From an optimization exercise on the open Yosys and OpenROAD flow, aimed at small area; shortcuts taken in it are not production practice.
In this exercise RTL edits were held to simulation tests only and were not proved equivalent to the original.
No activity file was given, so power comes from the tool's default toggle rates.

// alarmclock
module alarmclock (clk,set_time,set_clock,set_calendar,reset,Less_in,Middle_in,Big_in,DIG,Digitron_Out,buzz,stop,clock,calendar,uart,uart_sign,uart_out);
input clk,reset,Less_in,Middle_in,Big_in,stop,uart,uart_sign;
input set_time,set_clock,set_calendar;
input clock,calendar;
output wire uart_out;
output [5:0]DIG;
output [7:0]Digitron_Out;
output buzz;
wire [6:0] Sec,Min,Hour,aSec,aMin,aHour,Day,Month,Year;
wire [6:0] Less_uart,Middle_uart,Big_uart,Less_r,Middle_r,Big_r;
wire sign_out;
wire pressa,pressb,pressc;
wire music_out;
wire beep1,beep2;
wire cal, ala;
wire ev_sec, ev_rx, ev_tx, ev_q, ev_x24, scan, bs_long, bs_short;
wire [10:0] tone;
timebase TB (.clk(clk), .reset(reset), .ev_sec(ev_sec), .ev_rx(ev_rx), .ev_tx(ev_tx), .ev_q(ev_q),
  .ev_x24(ev_x24), .scan(scan), .tone(tone), .bs_long(bs_long), .bs_short(bs_short));
clock U1 (clk,set_time,reset,pressa,pressb,pressc,Sec,Min,Hour,sign_out,Less_uart,Middle_uart,Big_uart,uart_sign,ev_sec);
display U2 (.clk(clk), .reset(reset), .Sec(Sec), .Min(Min), .Hour(Hour), .aSec(aSec), .aMin(aMin), .aHour(aHour),
  .Day(Day), .Month(Month), .Year(Year), .cal(cal), .ala(ala), .ev_x24(ev_x24), .scan(scan),
  .DIG(DIG), .Digitron_Out(Digitron_Out), .stop(stop));
keyunit U3 (clk,reset,Less_in,pressa);
keyunit U10 (clk,reset,Middle_in,pressb);
keyunit U11 (clk,reset,Big_in,pressc);
baoshi U4 (clk,reset,Sec,Min,beep1,set_time,bs_long,bs_short);
claendar U5 (clk,pressa,pressb,pressc,Day,Month,Year,sign_out,reset,set_calendar,Less_uart,Middle_uart,Big_uart,uart_sign);
  ...
Size: ~1400 cells after synthesis, about 280 flip-flops, ~29 I/O pins.
export LEC_CHECK = 0
export ABC_AREA = 1
export CAP_MARGIN = 20
export CORE_MARGIN = 2
export CORE_UTILIZATION = 70
export SLEW_MARGIN = 20
create_clock -name core_clock -period 10.0 [get_ports {clk}]
standard.sh (not shown) runs the stock make flow with config.mk's settings and CLKGATE_MAP_FILE= SYNTH_SCRIPT=/design/flow/synth_recipe.tcl, a recipe that flattens the netlist after the stock synthesis.
==> flow/flow/run.sh <==
#!/bin/bash
# Own flow: the standard layout (standard.sh: all ORFS steps, the platform's power grid and
# tap cells, a buffer on every port), with these changes:
#  - synthesis maps the logic with the area-oriented ABC script flow/abc_area2.script instead of
#    ORFS's abc_area.script, and leaves adders to ABC (no half/full adder cell mapping first).
#    Everything else in synthesis (front end, -nofsm -noshare, flip-flop mapping, flatten,
#    renames) is synth_recipe.tcl's, so the registers are the standard synthesis's;
#  - clock tree synthesis runs without dummy loads and with the clustering in flow/own.mk;
#  - the port buffers are buf_1 cells (flow/own.mk).
# Each tool's output is in own_flow.log and in ORFS's logs under orfs/logs.
set -euo pipefail
W=$(pwd)
F=$W/flow
# copy of ORFS synth.tcl whose abc call uses our script
sed 's|^  log_cmd abc {\*}\$abc_args|  set abc_args [lreplace $abc_args 1 1 $::env(OWN_ABC_SCRIPT)]\n  log_cmd abc {*}$abc_args|' \
  "$FLOW_HOME/scripts/synth.tcl" > "$W/own_synth_core.tcl"
grep -q OWN_ABC_SCRIPT "$W/own_synth_core.tcl"
# synth_recipe.tcl, sourcing that copy
sed "s|^source \$::env(SCRIPTS_DIR)/synth.tcl|source $W/own_synth_core.tcl|" synth_recipe.tcl > "$W/own_synth.tcl"
grep -q own_synth_core.tcl "$W/own_synth.tcl"
# The standard flow's config.mk plus our settings
{ echo "include $W/config.mk"; cat "$F/own.mk"; } > "$W/own_config.mk"
# standard.sh with that synthesis script and config
sed -E -e "s|SYNTH_SCRIPT=[^ ]+|SYNTH_SCRIPT=$W/own_synth.tcl|" -e "s|DESIGN_CONFIG=[^ ]+|DESIGN_CONFIG=$W/own_config.mk|" \
  standard.sh > "$W/own_standard.sh"
grep -q own_synth.tcl "$W/own_standard.sh"
grep -q own_config.mk "$W/own_standard.sh"
export OWN_ABC_SCRIPT=$F/abc_area2.script
bash "$W/own_standard.sh" > "$W/own_flow.log" 2>&1
==> flow/flow/abc_area2.script <==
strash
scorr
dc2
&get -n
&deepsyn -T 60
&put
dch -f
amap -m
strash
dch -f
amap -m -F 2 -A 8
topo
==> flow/flow/own.mk <==
# clock tree: no dummy loads, clkbuf_4 buffers, clusters of at most 8 sinks within 35 um
export CTS_ARGS = -sink_clustering_enable -repair_clock_nets -dont_use_dummy_load -buf_list sky130_fd_sc_hd__clkbuf_4 -sink_clustering_size 8 -sink_clustering_max_diameter 35
# one buffer on every input and output port, as standard, but a buf_1
export BUFFER_PORTS_ARGS = -inputs -outputs -buffer_cell sky130_fd_sc_hd__buf_1
# adders are left to ABC instead of being mapped to half/full adder cells first
export ADDER_MAP_FILE =
Change:
==> flow/flow/own.mk (replaced) <==
# clock tree: no dummy loads, clkbuf_2 and clkbuf_4 buffers, clusters of at most 6 sinks within 30 um
export CTS_ARGS = -sink_clustering_enable -repair_clock_nets -dont_use_dummy_load -buf_list "sky130_fd_sc_hd__clkbuf_2 sky130_fd_sc_hd__clkbuf_4" -sink_clustering_size 6 -sink_clustering_max_diameter 30
# one buffer on every input and output port, as standard, but a buf_1
export BUFFER_PORTS_ARGS = -inputs -outputs -buffer_cell sky130_fd_sc_hd__buf_1
# adders are left to ABC instead of being mapped to half/full adder cells first
export ADDER_MAP_FILE =
Result: Via count came out higher slightly; setup slack got worse by 0.088 ns; die area stays the same.
Change:
==> flow/flow/abc_area2.script (replaced) <==
strash
scorr
dc2
&get -n
&deepsyn -T 60
&put
dch -f
amap -m -F 2 -A 8
topo
==> flow/flow/own.mk (replaced) <==
# clock tree: no dummy loads, clkbuf_4 buffers, clusters of at most 8 sinks within 35 um
export CTS_ARGS = -sink_clustering_enable -repair_clock_nets -dont_use_dummy_load -buf_list sky130_fd_sc_hd__clkbuf_4 -sink_clustering_size 8 -sink_clustering_max_diameter 35
# one buffer on every input and output port, as standard, but a buf_1
export BUFFER_PORTS_ARGS = -inputs -outputs -buffer_cell sky130_fd_sc_hd__buf_1
# adders are left to ABC instead of being mapped to half/full adder cells first
export ADDER_MAP_FILE =
Count of clock-buffer cells in the layout is lower by 13.
Cell area came out lower by about 0.6%.
Combinational power went up by about 2%.
Area after synthesis hardly moves.
Sequential share of layout area increases by 0.30 points.
Maximum frequency came out lower by about 3.3%.

[what the ideal ports hide]
In the flow no input, the clock included, has a driving cell. The finished layouts below were timed again as built, in two steps.
Step 1 (the two cells are an assumption about what drives the block):
set clk [get_ports {clk}]
set_driving_cell -lib_cell sky130_fd_sc_hd__clkbuf_16 $clk
set_driving_cell -lib_cell sky130_fd_sc_hd__buf_2 [delete_from_list [all_inputs] $clk]
Step 2, shift: input delay + t, output delay - t, t = (earliest + latest rising clock arrival at the registers) / 2. This alone moves slack from input paths to output paths.
Slacks: no drivers / after step 1 / after step 2; pairs: no drivers / after step 1.
run | t, ns | setup WS [ns] | worst hold slack (ns) | worst slew at a driven data input, ns | cell pins on the clock port's net
the first run | 0.690 | 4.939 / 4.939 / 4.939 | 0.352 / 0.352 / 0.352 | 0.04 | 1
the second run | 0.704 | 4.851 / 4.851 / 4.851 | 0.355 / 0.355 / 0.355 | 0.04 | 1
the third run | 0.695 | 4.676 / 4.676 / 4.676 | 0.353 / 0.353 / 0.353 | 0.04 | 1
After both steps setup and hold are still met in every run listed.
